Context: an optimization exercise on an open-source flow, tuned for small area and a short achievable clock period. The choices shown serve that exercise and are no tape-out recipe. In this exercise RTL edits were held to simulation tests only and were not proved equivalent to the original. Power is estimated from default activity; no workload was simulated.

==> flow/design.v (outline; a module is shown in full before it is edited, if it fits) <==
// module three_stage_mult: 1348 lines
// module mult_pi: 4 lines
// module mult_pj: 4 lines
// module mult_gi: 3 lines
// module mult_gj: 3 lines
// module mult_gk: 4 lines
// module mult_xr: 3 lines
// module mult_xnr: 3 lines
// module mult_aoi22: 3 lines
// module mult_fa: 4 lines
// module mult_ha: 4 lines
module three_stage_mult(input [15:0] a, input [15:0] b, output [31:0] out, input clk);
  // ...
==> flow/flow/run.sh <==
#!/bin/bash
# Own layout flow: the standard synthesis and layout, except that
#  - after synthesis every combinational cell is set to its smallest drive strength
#    (flow/downsize.tcl); timing repair then sizes up the cells that need it,
#  - the port buffers are plain buffers (buffer_ports -buffer_cell) rather than the
#    delay buffers buffer_ports picks by default,
#  - clock tree synthesis adds no dummy loads,
#  - timing repair aims at a larger setup margin.
# Each step's full output goes to its own log in this folder.
set -euo pipefail
bash standard.sh synth > flow_synth.log 2>&1
DOWNSIZE_ODB=orfs/results/sky130hd/three_stage_mult/base/1_synth.odb \
  openroad -no_init -exit flow/downsize.tcl > flow_downsize.log 2>&1
bash standard.sh "BUFFER_PORTS_ARGS=-buffer_cell sky130_fd_sc_hd__buf_2" \
  "CTS_ARGS=-sink_clustering_enable -repair_clock_nets -sink_clustering_size 30 -sink_clustering_max_diameter 100 -buf_list sky130_fd_sc_hd__clkbuf_8 -dont_use_dummy_load" \
  SETUP_SLACK_MARGIN=5.45 finish > flow_layout.log 2>&1
==> flow/flow/downsize.tcl <==
# Replace every combinational cell of the synthesized netlist by the smallest cell of
# the same function (same name up to the drive-strength suffix), keeping flip-flops as
# they are. Timing repair later sizes up the cells on critical paths.
set odb_file $::env(DOWNSIZE_ODB)
read_db $odb_file
set db [ord::get_db]
set block [ord::get_db_block]
# smallest master per base name (area, then the larger drive on a tie)
array set best {}
foreach lib [$db getLibs] {
  foreach m [$lib getMasters] {
    set n [$m getName]
    if {![regexp {^(sky130_fd_sc_hd__[a-z0-9]+)_([0-9]+)$} $n -> base drv]} { continue }
    set a [expr {[$m getWidth] * [$m getHeight]}]
    if {![info exists best($base)]} { set best($base) [list $a $drv $m]; continue }
    lassign $best($base) ba bd bm
    if {$a < $ba || ($a == $ba && $drv > $bd)} { set best($base) [list $a $drv $m] }
  }
}
set n 0
foreach inst [$block getInsts] {
  set m [$inst getMaster]
  set name [$m getName]
  if {![regexp {^(sky130_fd_sc_hd__[a-z0-9]+)_([0-9]+)$} $name -> base drv]} { continue }
  if {[regexp {__(df|dl|sdf|edf|conb|clk|tap|fill|decap|diode)} $name]} { continue }
  set bm [lindex $best($base) 2]
  if {[$bm getName] ne $name && [expr {[$bm getWidth] * [$bm getHeight]}] < [expr {[$m getWidth] * [$m getHeight]}]} {
    if {[$inst swapMaster $bm]} { incr n }
  }
}
puts "downsized $n cells"
write_db $odb_file
==> flow/standard.sh <==
#!/bin/bash
# synth_recipe.tcl (not shown) runs the flow's synth.tcl, then flattens the netlist and writes it again
# the make line also repeats each setting of config.mk as NAME=value (left out here)
make -C /OpenROAD-flow-scripts/flow DESIGN_CONFIG=/design/flow/config.mk WORK_HOME=/design/flow/orfs CLKGATE_MAP_FILE= SYNTH_SCRIPT=/design/flow/synth_recipe.tcl "${@:-finish}"
==> flow/config.mk <==
export PLATFORM = sky130hd
export DESIGN_NAME = three_stage_mult
export DESIGN_NICKNAME = three_stage_mult
export VERILOG_FILES = /design/flow/design.v
export SDC_FILE = /design/flow/constraint.sdc
export NUM_CORES = 4
export LEC_CHECK = 0
export CAP_MARGIN = 20
export CORE_MARGIN = 2
export CORE_UTILIZATION = 40
export CTS_BUF_LIST = sky130_fd_sc_hd__clkbuf_8
export CTS_CLUSTER_DIAMETER = 100
export CTS_CLUSTER_SIZE = 30
export SETUP_SLACK_MARGIN = 5
export SLEW_MARGIN = 20
export SYNTH_HIERARCHICAL = 1
==> flow/constraint.sdc <==
create_clock -name core_clock -period 8.0 [get_ports {clk}]
set_input_delay 1.6000 -clock core_clock [delete_from_list [all_inputs] [get_ports {clk}]]
set_output_delay 1.6000 -clock core_clock [all_outputs]
set_load 0.01 [all_outputs]
==> run summary, run 1 <==
leading power group combinational logic; IO buf count 64; NonClk Buf Share 0.03700; Tapcells 275; multi-input combinational area share 0.5561; met3 wire length 1401 µm; CTS max path bufs 2; Hold WC Path Type reg -> reg; Final Cell Area 9569 µm²; layout cells sized above 1 0.1416; RR Endpoint r2_f381; area of the die 22610 µm²; critical setup path kind reg -> out; fill count 2029; hold depth 0; Regs by FF count rp: 32 flops, rt: 17 flops, ra: 16 flops; most frequent cells in the layout dfxtp_1 (126), a22oi_1 (120), o21ai_1 (93), fa_1 (86), o21ai_0 (69); worst hold start r2_f459; max layer used met4; outcome timing/DRC/antenna clean; clock-pin transition on the worst setup and hold timing paths 100 ps; area of placed instances 9201 µm²; Finished Layout Cells 1186; Diodes inserted 0; area of the multi-input gates 5321 µm²; via count 6703; switch share 0.3916; WL met2 10150 µm; DRT Pass-1 Iters 9; R2R Setup Slk 5510 ps; Worst EP required 6400 ps; largest net degree at the start of global routing 19; Antenna Nets Post-Route 0; CTS Buf Count 17
==> inputs of run 2 (changes only) <==
--- a/flow/flow/run.sh
+++ b/flow/flow/run.sh
@@ -13,3 +13,3 @@
   openroad -no_init -exit flow/downsize.tcl > flow_downsize.log 2>&1
-bash standard.sh "BUFFER_PORTS_ARGS=-buffer_cell sky130_fd_sc_hd__buf_2" \
+bash standard.sh "BUFFER_PORTS_ARGS=-buffer_cell sky130_fd_sc_hd__buf_1" \
   "CTS_ARGS=-sink_clustering_enable -repair_clock_nets -sink_clustering_size 30 -sink_clustering_max_diameter 100 -buf_list sky130_fd_sc_hd__clkbuf_8 -dont_use_dummy_load" \
==> run 2 against run 1 <==
Area after synthesis stayed put. Die area is the same. Wire length is 0.53% higher. Maximum frequency up 0.27%. Critical path depth is the same. Sequential cell count is the same. Sequential share of layout area increased by 0.11 points. Cell count up 0.42%. Clock skew rose by 5.3 ps. Combinational power increased by 6%. Critical path type unchanged. Largest power group unchanged.
==> run summary, run 2 <==
outcome timing/DRC/antenna clean (unchanged); gr ovfl total 0 (unchanged); Reg power frac 0.384 (was 0.396); MaxCap Viol Count 0 (unchanged); global-route usage over all layers 0.2025 (was 0.2005); Antenna Nets Post-Route 0 (unchanged); max FFs per register 32 (unchanged); most frequent cells in the layout dfxtp_1 (125), a22oi_1 (120), o21ai_1 (92), fa_1 (86), o21ai_0 (68) (was dfxtp_1 (126), a22oi_1 (120), o21ai_1 (93), fa_1 (86), o21ai_0 (69)); final net count 1076 (was 1071); unrepaired setup endpoints after global routing yes (unchanged); CP Buf/Inv Count 1 (unchanged); Worst EP required 6400 ps (about the same); Synth Warn # 7 (unchanged); layout cells sized above 1 0.1168 (was 0.1416); IO Pins 65 (unchanged); Slew @ Worst Pin 690.6 ps (was 696.2 ps); CTS Root Cell clkbuf_8 (unchanged); Logic pwr share 0.487 (was 0.470); clk_skew 39.31 ps (was 34.03 ps); met1 WL 9270 µm (was 9317 µm); switch share 0.3931 (was 0.3916); most common cell after layout, fill and taps aside dfxtp_1 (unchanged); final hold viol count 0 (unchanged); max layer used met4 (unchanged); Initial Util 0.4077 (unchanged); CTS tree built (unchanged); setup TNS 0 ps (unchanged); max incr delay on CP 310 ps (was 330 ps); Final Cell Area 9615 µm² (was 9569 µm²); crit path max-delay cell type dfxtp_1 (was dfxtp_2); num rows 53 (unchanged); Worst-Skew Late Latency 450 ps (about the same); area of placed instances 9121 µm² (was 9201 µm²); switching pwr 1.312 mW (was 1.271 mW); clock sink count 160 (unchanged); Diodes inserted 0 (unchanged); Finished Layout Cells 1191 (was 1186); cts hold-fix bufs 0 (unchanged); IO buf count 64 (unchanged); cell count after synthesis 838 (unchanged); Cell Pwr Density 347.1 nW/µm² (was 339.2 nW/µm²); CP startpoint kind flip-flop (unchanged); CTS Buf Count 17 (unchanged); Die Span Y 150.4 µm (unchanged); vias in the first global route 6682 (was 6766); delay-heaviest family, CP flip-flops (unchanged); CORE AREA 21020 µm² (unchanged); via count 6664 (was 6703); Reg with most FFs rp (unchanged); VDD IR max 0.2019 mV (was 0.1284 mV); Post-Place Cells 1167 (unchanged); largest net degree at the start of global routing 19 (unchanged); Clk pwr share 0.130 (was 0.134); WL/cell 18.19 µm (was 18.17 µm); clock-pin transition on the worst setup and hold timing paths 80 ps (was 100 ps); Final HPWL DP 15560 µm (was 15460 µm); first-pass GRT wire length 35270 µm (was 35360 µm); Synth-to-Final Area Change 12.19% (was 11.65%); critical path endpoint category output port (unchanged); fin crit period 2492 ps (was 2498 ps); width of the chip 150.4 µm (unchanged); Via density 5.595 (was 5.652); Post-Route WL 21660 µm (was 21550 µm); P_int 2.026 mW (was 1.975 mW); Hold WC Path Type reg -> reg (unchanged); CTS max path bufs 2 (unchanged); Final period util 0.3115 (was 0.3123); static leakage 3.833 nW (was 3.909 nW); DRC violations left 0 (unchanged); post-layout util 0.4574 (was 0.4552); Slew HR 0.5389 (was 0.5352); max frequency 401.3 MHz (was 400.3 MHz); met3 wire length 1393 µm (was 1401 µm); critical setup path kind reg -> out (unchanged); GP Congestion 0.9237 (was 0.9165); H-tree depth 4 (unchanged); CP cell instances buf_1 (was buf_6); CP Data Arrival Time 890 ps (was 900 ps); DRT Pass-1 Iters 6 (was 9); Starting DRT DRC Count 481 (was 610); Regs by FF count rp: 32 flops, rt: 17 flops, ra: 16 flops (unchanged); Post-Syn Area 8571 µm² (unchanged); critical-path maximum fanout 1 (unchanged); Setup violations, final 0 (unchanged); initial antenna violation count 0 (unchanged); mean post-synth cell area 10.23 µm² (unchanged); WL met2 10440 µm (was 10150 µm); Pins Over Slew Limit 0 (unchanged); Synthesized Nets 996 (unchanged); area of the die 22610 µm² (unchanged); hold_ws 315.9 ps (was 319.3 ps); fill count 2050 (was 2029)
==> run 2: cell type report <==
class,count,area (µm²),area share
Clock buffer,17,234.0,0.02433
Inverter,18,67.56,0.007027
Multi-Input combinational cell,650,5364,0.5578
Sequential cell,160,3274,0.3405
Tap cell,275,344.1,0.03578
Timing Repair Buffer,71,331.6,0.03448
==> run 2: metrics by stage <==
step | total power [mW] | worst slack (ps)
detailed placement | 2.722 | 4970
global route | 3.668 | 5426
global placement | 2.695 | 4969
finish | 3.338 | 5508
CTS | 3.223 | 5451
floorplan | 2.307 | 5454
==> run 2: worst paths after layout <==
path	startpoint	endpoint	slack (ps)	cells after the start
worst min-delay path	r2_f461	rp[4]	320	0
worst max register to register	rt[6]	r2_f421	5530	4
worst min register to register	r2_f461	rp[4]	320	0
worst max-delay path	rp[21]	out[21]	5510	1
==> run 2: power by group through the flow <==
stage	registers, mW	clock network (mW)	logic [mW]
after floorplan	1.26	0	1.05
after global placement	1.29	0	1.41
after detailed placement	1.29	0	1.43
after CTS	1.28	0.455	1.49
after global routing	1.31	0.488	1.87
final	1.28	0.433	1.62
==> run 2: what timing repair did <==
action | 4_1_cts | 5_1_grt
pin swaps | 1 | 5
gates resized for setup | 44 | 53
buffers inserted | 2 | 5
setup endpoints to repair | 45 | 43
==> run 2: metal layers <==
layer,GRT usage,up-vias
li1,-,3178
met1,0.2702,3180
met2,0.3211,268
met3,0.04121,38
met4,0.08443,0
met5,0,-
==> run 2: worst reg2reg max path, delay by kind of cell, from the launching register on <==
family                     cells  cell delay [ps]
adders and majority gates      3             1490
DFF                            1              620
AOI/OAI and AO/OA              1              210
==> inputs of run 3 (changes only) <==
--- a/flow/flow/run.sh
+++ b/flow/flow/run.sh
@@ -15,2 +15,2 @@
   "CTS_ARGS=-sink_clustering_enable -repair_clock_nets -sink_clustering_size 30 -sink_clustering_max_diameter 100 -buf_list sky130_fd_sc_hd__clkbuf_8 -dont_use_dummy_load" \
-  SETUP_SLACK_MARGIN=5.45 finish > flow_layout.log 2>&1
+  SETUP_SLACK_MARGIN=5.5 finish > flow_layout.log 2>&1
==> run 3 against run 2 <==
Critical path depth is the same. Power up 0.87%. Setup slack lost 8.1 ps. Sequential share of layout area decreased by 0.064 points. Via count increased by 1.7%. Combinational power is essentially flat. Maximum frequency is 0.32% lower. Sequential power about the same. Sequential cell count unchanged.
==> run summary, run 3 <==
outcome timing/DRC/antenna clean (unchanged); Synth Warn # 7 (unchanged); Clk pwr share 0.128 (was 0.130); global-route usage over all layers 0.1994 (was 0.2025); IO buf count 64 (unchanged); via count 6779 (was 6664); CORE AREA 21020 µm² (unchanged); Hold WC Path Type reg -> reg (unchanged); most common cell after layout, fill and taps aside a22oi_1 (was dfxtp_1); CTS tree built (unchanged); Logic pwr share 0.490 (was 0.487); critical path endpoint category output port (unchanged); vias in the first global route 6701 (was 6682); static leakage 3.890 nW (was 3.833 nW); delay-heaviest family, CP flip-flops (unchanged); critical setup path kind reg -> out (unchanged); Post-Syn Area 8571 µm² (unchanged); switch share 0.3954 (was 0.3931); Finished Layout Cells 1188 (was 1191); Synth-to-Final Area Change 13.43% (was 12.19%); Worst-Skew Late Latency 460 ps (was 450 ps); setup TNS 0 ps (unchanged); most frequent cells in the layout a22oi_1 (120), dfxtp_1 (117), o21ai_1 (91), fa_1 (85), o21ai_0 (67) (was dfxtp_1 (125), a22oi_1 (120), o21ai_1 (92), fa_1 (86), o21ai_0 (68)); P_int 2.035 mW (was 2.026 mW); stages on the worst setup path 1 (unchanged); Slew @ Worst Pin 679.7 ps (was 690.6 ps); max FFs per register 32 (unchanged); initial antenna violation count 0 (unchanged); Register Area 3304 µm² (was 3274 µm²); Cell Pwr Density 346.3 nW/µm² (was 347.1 nW/µm²); Setup violations, final 0 (unchanged); Worst EP required 6400 ps (about the same); first-pass GRT wire length 34930 µm (was 35270 µm); num rows 53 (unchanged); Initial Util 0.4077 (unchanged); Pins Over Slew Limit 0 (unchanged); max incr delay on CP 320 ps (was 310 ps); CTS Root Cell clkbuf_8 (unchanged); unrepaired setup endpoints after global routing yes (unchanged); clk_skew 41.65 ps (was 39.31 ps); cts hold-fix bufs 0 (unchanged); critical-path maximum fanout 1 (unchanged); Antenna Nets Post-Route 0 (unchanged); Final period util 0.3125 (was 0.3115); Synthesized Nets 996 (unchanged); Via density 5.706 (was 5.595); fill count 2014 (was 2050); clock sink count 160 (unchanged); max frequency 400.0 MHz (was 401.3 MHz); crit path max-delay cell type dfxtp_1 (unchanged); largest net degree at the start of global routing 19 (unchanged); Post-Route WL 21600 µm (was 21660 µm); MaxCap Viol Count 0 (unchanged); worst setup path start rp[29] (was rp[21]); width of the chip 150.4 µm (unchanged); Slew HR 0.5462 (was 0.5389); final hold viol count 0 (unchanged); CTS Buf Count 17 (unchanged); Reg power frac 0.382 (was 0.384); DRC violations left 0 (unchanged); gr ovfl total 0 (unchanged); area of the die 22610 µm² (unchanged); fin crit period 2500 ps (was 2492 ps); H-tree depth 4 (unchanged); WL/cell 18.18 µm (was 18.19 µm); worst hold start r2_pp3 (was r2_f461); layout cells sized above 1 0.1490 (was 0.1168); cell count after synthesis 838 (unchanged); Regs by FF count rp: 32 flops, rt: 17 flops, ra: 16 flops (unchanged); CTS max path bufs 2 (unchanged); GP Congestion 0.9251 (was 0.9237); IO Pins 65 (unchanged); Diodes inserted 0 (unchanged); hold depth 0 (unchanged); Die Span Y 150.4 µm (unchanged); clock-pin transition on the worst setup and hold timing paths 100 ps (was 80 ps); VDD IR max 0.1903 mV (was 0.2019 mV); final net count 1073 (was 1076); switching pwr 1.331 mW (was 1.312 mW); CP startpoint kind flip-flop (unchanged); DRT Pass-1 Iters 6 (unchanged); R2R cell count 4 (unchanged); Starting DRT DRC Count 556 (was 481); Reg with most FFs rp (unchanged); mean post-synth cell area 10.23 µm² (unchanged); Final HPWL DP 15350 µm (was 15560 µm); CP Buf/Inv Count 1 (unchanged); Post-Place Cells 1167 (unchanged); CP Data Arrival Time 900 ps (was 890 ps); worst r2r src rt[8] (was rt[6]); area of the multi-input gates 5403 µm² (was 5364 µm²); CP cell instances buf_2 (was buf_1); hold_ws 328.6 ps (was 315.9 ps)
-- run 3: metal layers --
| layer | global-route usage | vias to the layer above | wire length [µm] |
|---|---|---|---|
| met4 | 0.08632 | 0 | 600 |
| met1 | 0.2598 | 3260 | 9330 |
| li1 | - | 3158 | - |
| met5 | 0 | - | 0 |
| met3 | 0.04485 | 44 | 1507 |
| met2 | 0.3189 | 317 | 10160 |
-- run 3: final cells by class --
type / count / area share
timing repair buffer: 68 / 0.03797
multi-input combinational: 650 / 0.5557
clock buffer: 17 / 0.02407
inverter: 18 / 0.006950
sequential: 160 / 0.3399
tap: 275 / 0.03539
-- run 3: repair_timing --
item                                    4_1_cts  5_1_grt
buffers inserted                              1        3
endpoints found under the setup margin       75       64
pin swaps                                     3       13
gates resized for setup                      72       75
hold endpoints to repair                      0        0
-- run 3: power by group through the flow --
stage          combinational (mW)  clock [mW]  sequential (mW)
2_1_floorplan                1.05           0             1.26
3_3_place_gp                 1.41           0             1.29
3_5_place_dp                 1.43           0             1.29
4_1_cts                      1.50       0.455             1.27
5_1_grt                      1.87       0.484             1.31
6_report                     1.65       0.431             1.28
-- run 3: worst paths after layout --
path / endpoint / slack (ps)
worst max-delay path: out[29] / 5500
worst max register to register: r2_f383 / 5550
worst min register to register: rp[1] / 330
worst min-delay path: rp[1] / 330
-- run 3: through the flow --
step / setup slack, ps / power, mW / instance area (µm²) / utilization
2_1_floorplan: 5489 / 2.307 / 8578 / -
3_3_place_gp: 5023 / 2.703 / 9125 / 0.4341
3_5_place_dp: 4941 / 2.717 / 9125 / 0.4341
4_1_cts: 5444 / 3.231 / 9482 / 0.4510
5_1_grt: 5413 / 3.664 / 9722 / 0.4625
6_report: 5500 / 3.367 / 9722 / 0.4625
==> inputs of run 4 (changes only) <==
--- a/flow/flow/run.sh
+++ b/flow/flow/run.sh
@@ -15,2 +15,2 @@
   "CTS_ARGS=-sink_clustering_enable -repair_clock_nets -sink_clustering_size 30 -sink_clustering_max_diameter 100 -buf_list sky130_fd_sc_hd__clkbuf_8 -dont_use_dummy_load" \
-  SETUP_SLACK_MARGIN=5.5 finish > flow_layout.log 2>&1
+  SETUP_SLACK_MARGIN=5.3 finish > flow_layout.log 2>&1
==> run 4 against run 3 <==
Power is 6.1% lower. Register-to-register slack worse by 140 ps. Final area is 3.0% lower. Sequential power hardly changed. First-iteration DRC count is 7.7% lower. Combinational power is 12% lower. Critical endpoint is now r2_f421.
==> run summary, run 4 <==
Hold WC Path Type reg -> reg (unchanged); CTS Root Cell clkbuf_8 (unchanged); Post-Place Cells 1167 (unchanged); mean post-synth cell area 10.23 µm² (unchanged); Cell Pwr Density 334.9 nW/µm² (was 346.3 nW/µm²); Reg with most FFs rp (unchanged); CTS tree built (unchanged); final hold viol count 0 (unchanged); cts hold-fix bufs 0 (unchanged); global-route usage over all layers 0.2007 (was 0.1994); IO Pins 65 (unchanged); vias in the first global route 6638 (was 6701); CP startpoint kind flip-flop (unchanged); clock-pin transition on the worst setup and hold timing paths 90 ps (was 100 ps); Antenna Nets Post-Route 0 (unchanged); R2R cell count 5 (was 4); CTS Buf Count 17 (unchanged); CORE AREA 21020 µm² (unchanged); Finished Layout Cells 1185 (was 1188); area of the die 22610 µm² (unchanged); clock sink count 160 (unchanged); critical-path maximum fanout 16 (was 1); Regs by FF count rp: 32 flops, rt: 17 flops, ra: 16 flops (unchanged); post-layout util 0.4488 (was 0.4625); Slew HR 0.4940 (was 0.5462); Die Span Y 150.4 µm (unchanged); Slew @ Worst Pin 757.9 ps (was 679.7 ps); critical setup path kind reg -> reg (was reg -> out); Worst EP required 8320 ps (was 6400 ps); CTS max path bufs 2 (unchanged); GP Congestion 0.9220 (was 0.9251); static leakage 3.711 nW (was 3.890 nW); Synth-to-Final Area Change 10.07% (was 13.43%); first-pass GRT wire length 34960 µm (was 34930 µm); Final period util 0.3237 (was 0.3125); max incr delay on CP 770 ps (was 320 ps); initial antenna violation count 0 (unchanged); H-tree depth 4 (unchanged); gr ovfl total 0 (unchanged); Diodes inserted 0 (unchanged); IO buf count 64 (unchanged); final net count 1070 (was 1073); unrepaired setup endpoints after global routing yes (unchanged); crit path max-delay cell type dfxtp_1 (unchanged); Initial Util 0.4077 (unchanged); most common cell after layout, fill and taps aside dfxtp_1 (was a22oi_1); most used cell, CP fa_1; num rows 53 (unchanged); max FFs per register 32 (unchanged); Pins Over Slew Limit 0 (unchanged); via count 6715 (was 6779); critical path endpoint category flip-flop (was output port); Post-Syn Area 8571 µm² (unchanged); Via density 5.667 (was 5.706); MaxCap Viol Count 0 (unchanged); Worst-Skew Late Latency 460 ps (about the same); CP Data Arrival Time 2910 ps (was 900 ps); fin crit period 2590 ps (was 2500 ps); most frequent cells in the layout dfxtp_1 (130), a22oi_1 (120), o21ai_1 (95), fa_1 (86), o21ai_0 (69) (was a22oi_1 (120), dfxtp_1 (117), o21ai_1 (91), fa_1 (85), o21ai_0 (67)); VDD IR max 0.1715 mV (was 0.1903 mV); DRC violations left 0 (unchanged); CP cell instances a22oi_1 > o21ai_1 > fa_1 > fa_1 > fa_1 (was buf_2); Synth Warn # 7 (unchanged); total power 3.160 mW (was 3.367 mW); Post-Route WL 21440 µm (was 21600 µm); Starting DRT DRC Count 513 (was 556); setup TNS 0 ps (unchanged); DRT Pass-1 Iters 9 (was 6); cell count after synthesis 838 (unchanged); outcome timing/DRC/antenna clean (unchanged); Final HPWL DP 15510 µm (was 15350 µm); max frequency 386.2 MHz (was 400.0 MHz); WL/cell 18.09 µm (was 18.18 µm); clk_skew 35.16 ps (was 41.65 ps); hold depth 0 (unchanged); width of the chip 150.4 µm (unchanged); layout cells sized above 1 0.06154 (was 0.1490); Setup violations, final 0 (unchanged); largest net degree at the start of global routing 19 (unchanged); Synthesized Nets 996 (unchanged)
-- run 4: metal layers --
metal,GRT usage,vias to the layer above,routed length [µm]
met5,0,-,0
met4,0.08538,0,601
met3,0.04121,50,1509
met2,0.3225,289,10060
met1,0.2631,3214,9265
li1,-,3162,-
-- run 4: where the power goes --
part           leakage, nW  internal, mW  switching, mW  total (mW)
combinational         2.25         0.656          0.793        1.45
clock                0.122         0.187          0.241       0.428
sequential            1.34          1.08          0.205        1.28
total                 3.71          1.92           1.24        3.16
-- run 4: critical path, delay by kind of cell (launching register included) --
family | cells | cell delay, ps
compound gates | 2 | 280
fa+ha+maj | 3 | 1410
flops | 1 | 770
-- run 4: final timing paths --
check / startpoint / to / slack (ps)
worst max-delay path: ra[3] / r2_f421 / 5410
worst min-delay path: r2_h457 / rp[2] / 310
worst max register to register: ra[3] / r2_f421 / 5410
worst min register to register: r2_h457 / rp[2] / 310
-- run 4: area by class of cell --
type                       count  area, µm²
sequential                   160       3241
tap                          275      344.1
fill                        2038      11590
inverter                      18      67.56
timing repair buffer          65      247.7
clock buffer                  17      234.0
multi-input combinational    650       5300
-- run 4: what timing repair did --
| item | 4_1_cts | 5_1_grt |
|---|---|---|
| setup buffers | 1 | 0 |
| pin swaps | 1 | 0 |
| gates resized for setup | 10 | 29 |
| setup endpoints to repair | 13 | 30 |
-- run 4: metrics by stage --
stage                     hold WS, ps  area, µm²  worst slack, ps
after global placement          311.5       9117             5015
after detailed placement        312.1       9117             4943
after floorplan                 309.6       8571             5440
final                           314.8       9434             5410
after CTS                       315.2       9382             5303
after global routing            316.3       9434             5263
==> inputs of run 5 (changes only) <==
--- a/flow/flow/run.sh
+++ b/flow/flow/run.sh
@@ -13,4 +13,4 @@
   openroad -no_init -exit flow/downsize.tcl > flow_downsize.log 2>&1
-bash standard.sh "BUFFER_PORTS_ARGS=-buffer_cell sky130_fd_sc_hd__buf_1" \
+bash standard.sh "BUFFER_PORTS_ARGS=-buffer_cell sky130_fd_sc_hd__buf_2" \
   "CTS_ARGS=-sink_clustering_enable -repair_clock_nets -sink_clustering_size 30 -sink_clustering_max_diameter 100 -buf_list sky130_fd_sc_hd__clkbuf_8 -dont_use_dummy_load" \
-  SETUP_SLACK_MARGIN=5.3 finish > flow_layout.log 2>&1
+  SETUP_SLACK_MARGIN=5.5 finish > flow_layout.log 2>&1
==> run 5 against run 4 <==
Die area stayed put. Setup slack better by 99 ps. Register-to-register slack better by 180 ps. Cell count is 0.42% higher. Utilization is 1.8 points higher. Wire length is 0.90% lower. Combinational power is 17% higher. Clock power is 1% lower. Power is 8.0% higher. Via count is 0.83% higher. Critical endpoint is now out[27]. Largest cell class unchanged. Highest routed layer unchanged.
==> run summary, run 5 <==
CP Buf/Inv Count 1 (was 0); critical setup path kind reg -> out (was reg -> reg); CTS tree built (unchanged); DRC violations left 0 (unchanged); Via density 5.690 (was 5.667); Antenna Nets Post-Route 0 (unchanged); CTS Buf Count 17 (unchanged); largest net degree at the start of global routing 19 (unchanged); CP Data Arrival Time 890 ps (was 2910 ps); Worst-Skew Late Latency 450 ps (was 460 ps); critical path endpoint category output port (was flip-flop); DRT Pass-1 Iters 6 (was 9); Reg with most FFs rp (unchanged); clock-pin transition on the worst setup and hold timing paths 90 ps (about the same); setup TNS 0 ps (unchanged); GP Congestion 0.9237 (was 0.9220); VDD IR max 0.1680 mV (was 0.1715 mV); Starting DRT DRC Count 496 (was 513); mean post-synth cell area 10.23 µm² (unchanged); Setup violations, final 0 (unchanged); most common cell after layout, fill and taps aside a22oi_1 (was dfxtp_1); vias in the first global route 6667 (was 6638); Cell Pwr Density 348.1 nW/µm² (was 334.9 nW/µm²); critical-path maximum fanout 1 (was 16); met2 Use GR 0.3100 (was 0.3225); H-tree depth 4 (unchanged); clock sink count 160 (unchanged); first-pass GRT wire length 34780 µm (was 34960 µm); CP startpoint kind flip-flop (unchanged); unrepaired setup endpoints after global routing yes (unchanged); Post-Route WL 21250 µm (was 21440 µm); IO Pins 65 (unchanged); final net count 1075 (was 1070); Synth-to-Final Area Change 14.39% (was 10.07%); CORE AREA 21020 µm² (unchanged); Die Span Y 150.4 µm (unchanged); outcome timing/DRC/antenna clean (unchanged); Worst EP required 6400 ps (was 8320 ps); Post-Place Cells 1167 (unchanged); Synth Warn # 7 (unchanged); Final HPWL DP 15140 µm (was 15510 µm); Slew HR 0.5288 (was 0.4940); global-route usage over all layers 0.1978 (was 0.2007); fin crit period 2491 ps (was 2590 ps); grt peak-use layer met2 (unchanged); crit path max-delay cell type dfxtp_2 (was dfxtp_1); MaxCap Viol Count 0 (unchanged); Post-Syn Area 8571 µm² (unchanged); static leakage 3.953 nW (was 3.711 nW); area of the die 22610 µm² (unchanged); Pins Over Slew Limit 0 (unchanged); Initial Util 0.4077 (unchanged); layout cells sized above 1 0.1792 (was 0.06154); width of the chip 150.4 µm (unchanged); CP cell instances buf_6 (was a22oi_1 > o21ai_1 > fa_1 > fa_1 > fa_1); CTS Root Cell clkbuf_8 (unchanged); Regs by FF count rp: 32 flops, rt: 17 flops, ra: 16 flops (unchanged); Finished Layout Cells 1190 (was 1185); max FFs per register 32 (unchanged); cell count after synthesis 838 (unchanged); via count 6771 (was 6715); WL/cell 17.86 µm (was 18.09 µm); Final period util 0.3113 (was 0.3237); Slew @ Worst Pin 705.9 ps (was 757.9 ps); clk_skew 39.10 ps (was 35.16 ps); initial antenna violation count 0 (unchanged); gr ovfl total 0 (unchanged); met1 Use GR 0.2584 (was 0.2631); GR Layer Usage met3 0.04515 (was 0.04121); final hold viol count 0 (unchanged); Synthesized Nets 996 (unchanged); num rows 53 (unchanged); IO buf count 64 (unchanged); CTS max path bufs 2 (unchanged); Diodes inserted 0 (unchanged); most frequent cells in the layout a22oi_1 (120), dfxtp_1 (113), o21ai_1 (95), fa_1 (84), o21ai_0 (64) (was dfxtp_1 (130), a22oi_1 (120), o21ai_1 (95), fa_1 (86), o21ai_0 (69)); max frequency 401.5 MHz (was 386.2 MHz); Hold WC Path Type reg -> reg (unchanged); max incr delay on CP 330 ps (was 770 ps); delay-heaviest family, CP flip-flops (was adder cells); area of placed instances 9205 µm² (was 9117 µm²); Final Cell Area 9804 µm² (was 9434 µm²)
-- run 5: final timing paths --
check / from / endpoint / slack (ps) / cells past startpoint
worst min-delay path: r2_pp1 / rp[0] / 330 / 0
worst max-delay path: rp[27] / out[27] / 5510 / 1
worst max register to register: rc2[5] / r2_f445 / 5590 / 5
worst min register to register: r2_pp1 / rp[0] / 330 / 0
-- run 5: power by group --
group | internal (mW) | total [mW] | switching (mW)
registers | 1.08 | 1.29 | 0.207
logic | 0.816 | 1.70 | 0.886
clock network | 0.187 | 0.423 | 0.236
-- run 5: final cells by class --
| cell class | count | area [µm²] |
|---|---|---|
| timing repair buffer | 70 | 421.7 |
| multi-input combinational | 650 | 5430 |
| tap | 275 | 344.1 |
| clock buffer | 17 | 234.0 |
| sequential | 160 | 3307 |
| fill | 1999 | 11220 |
| inverter | 18 | 67.56 |
-- run 5: timing repair --
action,4_1_cts,5_1_grt
hold buffers,0,0
pin swaps,1,5
setup endpoints to repair,64,58
gates resized for setup,39,74
setup buffers,1,5
-- run 5: metrics by stage --
stage	worst slack, ps	hold slack (ps)	power (mW)	utilization
2_1_floorplan	5489	309.6	2.307	-
3_3_place_gp	4993	309.7	2.713	0.4379
3_5_place_dp	4955	312.1	2.729	0.4379
4_1_cts	5460	330.2	3.215	0.4528
5_1_grt	5439	331.8	3.743	0.4664
6_report	5509	329.4	3.413	0.4664
-- run 5: per-layer routing --
metal	vias up	routed length [µm]
met5	-	0
met4	0	587
met3	47	1455
met2	285	9874
met1	3266	9331
li1	3173	-
==> inputs of run 6 (changes only) <==
--- a/flow/flow/run.sh
+++ b/flow/flow/run.sh
@@ -15,2 +15,2 @@
   "CTS_ARGS=-sink_clustering_enable -repair_clock_nets -sink_clustering_size 30 -sink_clustering_max_diameter 100 -buf_list sky130_fd_sc_hd__clkbuf_8 -dont_use_dummy_load" \
-  SETUP_SLACK_MARGIN=5.5 finish > flow_layout.log 2>&1
+  SETUP_SLACK_MARGIN=5.4 finish > flow_layout.log 2>&1
--- a/flow/config.mk
+++ b/flow/config.mk
@@ -9,3 +9,3 @@
 export CORE_MARGIN = 2
-export CORE_UTILIZATION = 40
+export CORE_UTILIZATION = 55
 export CTS_BUF_LIST = sky130_fd_sc_hd__clkbuf_8
==> run 6 against run 5 <==
First-iteration DRC count increased by 25%. Synthesized cell count unchanged. Die area is 27% lower. Utilization up 15 points. Final area decreased by 3.9%. Cell count shrank 7.7%. Setup slack worse by 34 ps. Register-to-register slack worse by 110 ps. Largest power group unchanged. Sequential cell count unchanged. Critical path depth rose by 9. Still clean on timing, DRC and antenna. Power decreased by 5.2%. Largest cell class unchanged. Sequential share of layout area up 0.67 points.
==> run summary, run 6 <==
outcome timing/DRC/antenna clean (unchanged); first-pass GRT wire length 34930 µm (was 34780 µm); via count 6916 (was 6771); Cell Pwr Density 343.2 nW/µm² (was 348.1 nW/µm²); Initial Util 0.5638 (was 0.4077); Pins Over Slew Limit 0 (unchanged); most common cell after layout, fill and taps aside dfxtp_1 (was a22oi_1); critical setup path kind reg -> reg (was reg -> out); Starting DRT DRC Count 621 (was 496); Slew HR 0.5253 (was 0.5288); R2R Setup Slk 5480 ps (was 5590 ps); met2 Use GR 0.4354 (was 0.3100); IO buf count 64 (unchanged); MaxCap Viol Count 0 (unchanged); Antenna Nets Post-Route 0 (unchanged); CP startpoint kind flip-flop (unchanged); critical-path maximum fanout 4 (was 1); Slew @ Worst Pin 711.0 ps (was 705.9 ps); cts hold-fix bufs 0 (unchanged); area of the die 16600 µm² (was 22610 µm²); CTS Buf Count 17 (unchanged); Final period util 0.3156 (was 0.3113); max frequency 396.1 MHz (was 401.5 MHz); Setup violations, final 0 (unchanged); Synthesized Nets 996 (unchanged); R2R cell count 10 (was 5); width of the chip 128.8 µm (was 150.4 µm); Reg with most FFs rp (unchanged); final net count 1070 (was 1075); global-route usage over all layers 0.2712 (was 0.1978); H-tree depth 4 (unchanged); DRC violations left 0 (unchanged); DRT Pass-1 Iters 8 (was 6); CP Data Arrival Time 2910 ps (was 890 ps); GR Layer Usage met3 0.06154 (was 0.04515); num rows 45 (was 53); CTS Root Cell clkbuf_8 (unchanged); IO Pins 65 (unchanged); clock sink count 160 (unchanged); Diodes inserted 0 (unchanged); layout cells sized above 1 0.1363 (was 0.1792); largest net degree at the start of global routing 19 (unchanged); most frequent cells in the layout dfxtp_1 (129), a22oi_1 (120), o21ai_1 (95), fa_1 (86), o21ai_0 (68) (was a22oi_1 (120), dfxtp_1 (113), o21ai_1 (95), fa_1 (84), o21ai_0 (64)); worst hold start r2_f461 (was r2_pp1); RR Endpoint rp[29] (was r2_f445); cell count after synthesis 838 (unchanged); Hold WC Path Type reg -> reg (unchanged); clk_skew 35.10 ps (was 39.10 ps); WL/cell 19.42 µm (was 17.86 µm); Synth-to-Final Area Change 9.956% (was 14.39%); gr ovfl total 0 (unchanged); Regs by FF count rp: 32 flops, rt: 17 flops, ra: 16 flops (unchanged); critical path endpoint category flip-flop (was output port); worst r2r src r2_f378 (was rc2[5]); Worst EP required 8380 ps (was 6400 ps); Final HPWL DP 15320 µm (was 15140 µm); Post-Route WL 21320 µm (was 21250 µm); fin crit period 2525 ps (was 2491 ps); final hold viol count 0 (unchanged); Post-Syn Area 8571 µm² (unchanged); Via density 6.299 (was 5.690); Worst-Skew Late Latency 450 ps (about the same); setup TNS 0 ps (unchanged); met1 Use GR 0.3451 (was 0.2584); hold_ws 331.4 ps (was 329.4 ps); Synth Warn # 7 (unchanged); vias in the first global route 7048 (was 6667); static leakage 3.896 nW (was 3.953 nW); CTS tree built (unchanged); grt peak-use layer met2 (unchanged); GP Congestion 0.9325 (was 0.9237); VDD IR max 0.2292 mV (was 0.1680 mV); unrepaired setup endpoints after global routing yes (unchanged); Die Span Y 128.8 µm (was 150.4 µm); initial antenna violation count 0 (unchanged); clock-pin transition on the worst setup and hold timing paths 90 ps (about the same); Hold Crit Endpoint rp[4] (was rp[0]); CORE AREA 15200 µm² (was 21020 µm²); hold depth 0 (unchanged); mean post-synth cell area 10.23 µm² (unchanged); max FFs per register 32 (unchanged); CTS max path bufs 2 (unchanged)
run 6: worst max path at each step:
stage                  end  cells after the start  startpoint
floorplan           rt[15]                      6        a[1]
global placement    rp[29]                     10     r2_f407
detailed placement  rp[29]                     10     r2_f407
CTS                 rp[29]                     10     r2_f407
global route        rp[29]                     10     r2_f378
finish              rp[29]                     10     r2_f378
run 6: what timing repair did:
item | 4_1_cts | 5_1_grt
gates cloned | 0 | 0
resized for setup | 27 | 18
setup buffers | 0 | 1
hold endpoints to repair | 0 | 0
endpoints found under the setup margin | 28 | 35
pin swaps | 1 | 1
run 6: power by group:
group,switching (mW),internal [mW],leakage (nW)
logic,0.834,0.692,2.43
registers,0.206,1.08,1.34
clock network,0.238,0.187,0.122
total,1.28,1.96,3.90
run 6: cell type report:
cell class / count / area [µm²]
fill: 1279 / 5778
multi-input combinational: 650 / 5318
sequential: 160 / 3242
timing repair buffer: 65 / 327.8
tap: 188 / 235.2
clock buffer: 17 / 234.0
inverter: 18 / 67.56
run 6: per-stage QoR:
stage / util / cell area, µm² / std cells / setup WS (ps) / power (mW)
6_report: 0.6199 / 9424 / 1098 / 5475 / 3.234
5_1_grt: 0.6199 / 9424 / 1098 / 5294 / 3.523
4_1_cts: 0.6167 / 9375 / 1097 / 5399 / 3.212
3_5_place_dp: 0.5979 / 9089 / 1080 / 4973 / 2.744
3_3_place_gp: 0.5979 / 9089 / 1080 / 5045 / 2.689
2_1_floorplan: - / 8571 / 838 / 5440 / 2.307
run 6: routing by layer:
metal | up-vias | part of all wire
li1 | 3158 | -
met1 | 3311 | 0.41
met2 | 374 | 0.47
met3 | 73 | 0.084
met4 | 0 | 0.041
met5 | - | 0
run 6: worst max-delay path, cell delays in order (launching register included):
cell and delay (ps):
dfxtp_1 310, fa_1 470, ha_1 350, a21oi_1 240, o21ai_1 150, a21oi_2 190
o21ai_4 120, a21oi_2 220, o21ai_1 140, a21oi_1 170, xnor2_1 130
==> inputs of run 7 (changes only) <==
--- a/flow/config.mk
+++ b/flow/config.mk
@@ -9,3 +9,3 @@
 export CORE_MARGIN = 2
-export CORE_UTILIZATION = 55
+export CORE_UTILIZATION = 40
 export CTS_BUF_LIST = sky130_fd_sc_hd__clkbuf_8
==> run 7 against run 6 <==
Area after synthesis is the same. Clock skew down 1.8 ps. Power increased by 0.27%. Non-clock buffer count up 1. Global-route usage decreased by 7.2 points. Cell count up 8.0%. Synthesized cell count unchanged. Largest cell class unchanged. Highest routed layer unchanged.
==> run summary, run 7 <==
CORE AREA 21020 µm² (was 15200 µm²); H-tree depth 4 (unchanged); VDD IR max 0.1661 mV (was 0.2292 mV); RR Endpoint r2_f383 (was rp[29]); clock-pin transition on the worst setup and hold timing paths 90 ps (about the same); initial antenna violation count 0 (unchanged); Hold Crit Endpoint rp[3] (was rp[4]); fill count 1992 (was 1279); critical setup path kind reg -> out (was reg -> reg); grt peak-use layer met2 (unchanged); final hold viol count 0 (unchanged); worst r2r src ra[12] (was r2_f378); fin crit period 2496 ps (was 2525 ps); hold depth 0 (unchanged); Post-Place Cells 1167 (was 1080); max incr delay on CP 320 ps (was 470 ps); Setup violations, final 0 (unchanged); DRT Pass-1 Iters 7 (was 8); CTS Buf Count 17 (unchanged); IO buf count 64 (unchanged); WL/cell 17.93 µm (was 19.42 µm); cts hold-fix bufs 0 (unchanged); width of the chip 150.4 µm (was 128.8 µm); critical path endpoint category output port (was flip-flop); Initial Util 0.4077 (was 0.5638); static leakage 3.906 nW (was 3.896 nW); Finished Layout Cells 1186 (was 1098); Slew HR 0.5202 (was 0.5253); outcome timing/DRC/antenna clean (unchanged); Worst-Skew Late Latency 460 ps (was 450 ps); GP Congestion 0.9124 (was 0.9325); Regs by FF count rp: 32 flops, rt: 17 flops, ra: 16 flops (unchanged); CP cell instances buf_2 (was fa_1 > ha_1 > a21oi_1 > o21ai_1 > a21oi_2 > o21ai_4 > a21oi_2 > o21ai_1 > a21oi_1 > xnor2_1); hold_ws 322.8 ps (was 331.4 ps); CP startpoint kind flip-flop (unchanged); first-pass GRT wire length 34850 µm (was 34930 µm); Antenna Nets Post-Route 0 (unchanged); layout cells sized above 1 0.1416 (was 0.1363); post-layout util 0.4545 (was 0.6199); Synth Warn # 7 (unchanged); via count 6708 (was 6916); Final HPWL DP 15330 µm (was 15320 µm); Via density 5.656 (was 6.299); Cell Pwr Density 339.4 nW/µm² (was 343.2 nW/µm²); MaxCap Viol Count 0 (unchanged); cell count after synthesis 838 (unchanged); Worst EP required 6400 ps (was 8380 ps); CTS tree built (unchanged); Pins Over Slew Limit 0 (unchanged); DRC violations left 0 (unchanged); unrepaired setup endpoints after global routing no (was yes); Final Cell Area 9554 µm² (was 9424 µm²); clock sink count 160 (unchanged); Post-Route WL 21260 µm (was 21320 µm); num rows 53 (was 45); area of the die 22610 µm² (was 16600 µm²); Synth-to-Final Area Change 11.47% (was 9.956%); max frequency 400.6 MHz (was 396.1 MHz); setup TNS 0 ps (unchanged); Hold WC Path Type reg -> reg (unchanged); R2R cell count 5 (was 10); max FFs per register 32 (unchanged); delay-heaviest family, CP flip-flops (was compound AO/OA/AOI/OAI gates); largest net degree at the start of global routing 19 (unchanged); vias in the first global route 6660 (was 7048); area of placed instances 9198 µm² (was 9089 µm²); global-route usage over all layers 0.1990 (was 0.2712); IO Pins 65 (unchanged); met2 Use GR 0.3189 (was 0.4354); CP Buf/Inv Count 1 (was 0); CP Data Arrival Time 900 ps (was 2910 ps); CTS Root Cell clkbuf_8 (unchanged); crit path max-delay cell type dfxtp_1 (was fa_1); Starting DRT DRC Count 552 (was 621); final net count 1071 (was 1070); Slew @ Worst Pin 718.7 ps (was 711.0 ps); Synthesized Nets 996 (unchanged); Post-Syn Area 8571 µm² (unchanged); met1 Use GR 0.2617 (was 0.3451); most common cell after layout, fill and taps aside dfxtp_1 (unchanged); worst hold start r2_f459 (was r2_f461); most frequent cells in the layout dfxtp_1 (128), a22oi_1 (120), o21ai_1 (92), fa_1 (86), o21ai_0 (69) (was dfxtp_1 (129), a22oi_1 (120), o21ai_1 (95), fa_1 (86), o21ai_0 (68)); Die Span Y 150.4 µm (was 128.8 µm); gr ovfl total 0 (unchanged); GR Layer Usage met3 0.04364 (was 0.06154); mean post-synth cell area 10.23 µm² (unchanged); clk_skew 33.28 ps (was 35.10 ps); Final period util 0.3120 (was 0.3156); CTS max path bufs 2 (unchanged); Reg with most FFs rp (unchanged); critical-path maximum fanout 1 (was 4); R2R Setup Slk 5510 ps (was 5480 ps); Diodes inserted 0 (unchanged)
run 7: area by class of cell:
type                       instances  area [µm²]  area share
inverter                          18       67.56    0.007072
multi-input combinational        650        5330      0.5579
sequential                       160        3243      0.3394
clock buffer                      17       234.0     0.02449
tap                              275       344.1     0.03601
timing repair buffer              66       335.3     0.03510
run 7: layer usage:
layer	share of wire	vias up	wire length, µm
met5	0	-	0
met4	0.027	0	564
met3	0.071	47	1500
met2	0.46	266	9864
met1	0.44	3239	9330
li1	-	3156	-
run 7: metrics by stage:
step / power [mW] / setup WS (ps)
2_1_floorplan: 2.307 / 5440
3_3_place_gp: 2.716 / 4995
3_5_place_dp: 2.734 / 4956
4_1_cts: 3.208 / 5402
5_1_grt: 3.555 / 5385
6_report: 3.243 / 5504
run 7: timing repair:
item | 4_1_cts | 5_1_grt
hold endpoints to repair | 0 | 0
setup endpoints to repair | 32 | 34
gates resized for setup | 25 | 23
pin swaps | 1 | 2
setup buffers | 1 | 1
cloned | 0 | 0
run 7: worst max-delay path by stage:
stage / to / from / cells past startpoint
global route: rp[25] / r2_f390 / 10
CTS: rp[29] / r2_f407 / 11
global placement: rp[29] / r2_f407 / 10
floorplan: rt[15] / a[1] / 6
finish: out[27] / rp[27] / 1
detailed placement: rp[29] / r2_f407 / 10
run 7: where the power goes:
| group | leakage [nW] | switching [mW] | total (mW) | internal (mW) |
|---|---|---|---|---|
| Sequential | 1.34 | 0.200 | 1.28 | 1.08 |
| Clock | 0.122 | 0.242 | 0.429 | 0.187 |
| Combinational | 2.44 | 0.828 | 1.54 | 0.708 |

afterwards: timing with drivers on the ports:
The flow's constraints put no driver on any port. The routed layouts listed below were extracted and timed again, unchanged, in two steps. Step 1 sets driving cells, clkbuf_16 on the clock port and buf_2 on the other inputs (assumed; they add their load-dependent delay and slew). Step 2 adds t to the input delays and takes it off the output delays; t is the mean of the earliest and latest rising clock arrival at the registers after step 1. Input paths then give back, and output paths get back, about the clock's delay inside the block. Three values: ideal ports, drivers, drivers and shift; two values: the first two.
run	shift t [ns]	slack for setup (ns)	latest minus earliest clock arrival (ns)	worst data-port slew with drivers (ns)	pins driven straight from the clock port
run 1	0.478	5.502 / 5.460 / 5.170	0.034 / 0.034	0.03	1
run 2	0.473	5.508 / 5.466 / 5.083	0.040 / 0.039	0.03	1
run 3	0.478	5.500 / 5.459 / 5.111	0.041 / 0.041	0.03	1
run 4	0.484	5.410 / 5.410 / 5.009	0.035 / 0.035	0.03	1
run 5	0.477	5.509 / 5.467 / 5.089	0.039 / 0.040	0.04	1
run 6	0.468	5.475 / 5.455 / 5.117	0.035 / 0.035	0.03	1
run 7	0.485	5.504 / 5.463 / 5.128	0.033 / 0.034	0.03	1
After both steps every run listed still meets setup and hold. The setup slack of run 2, which loses most, moves by -0.042 ns with the drivers and by -0.425 ns with both steps.
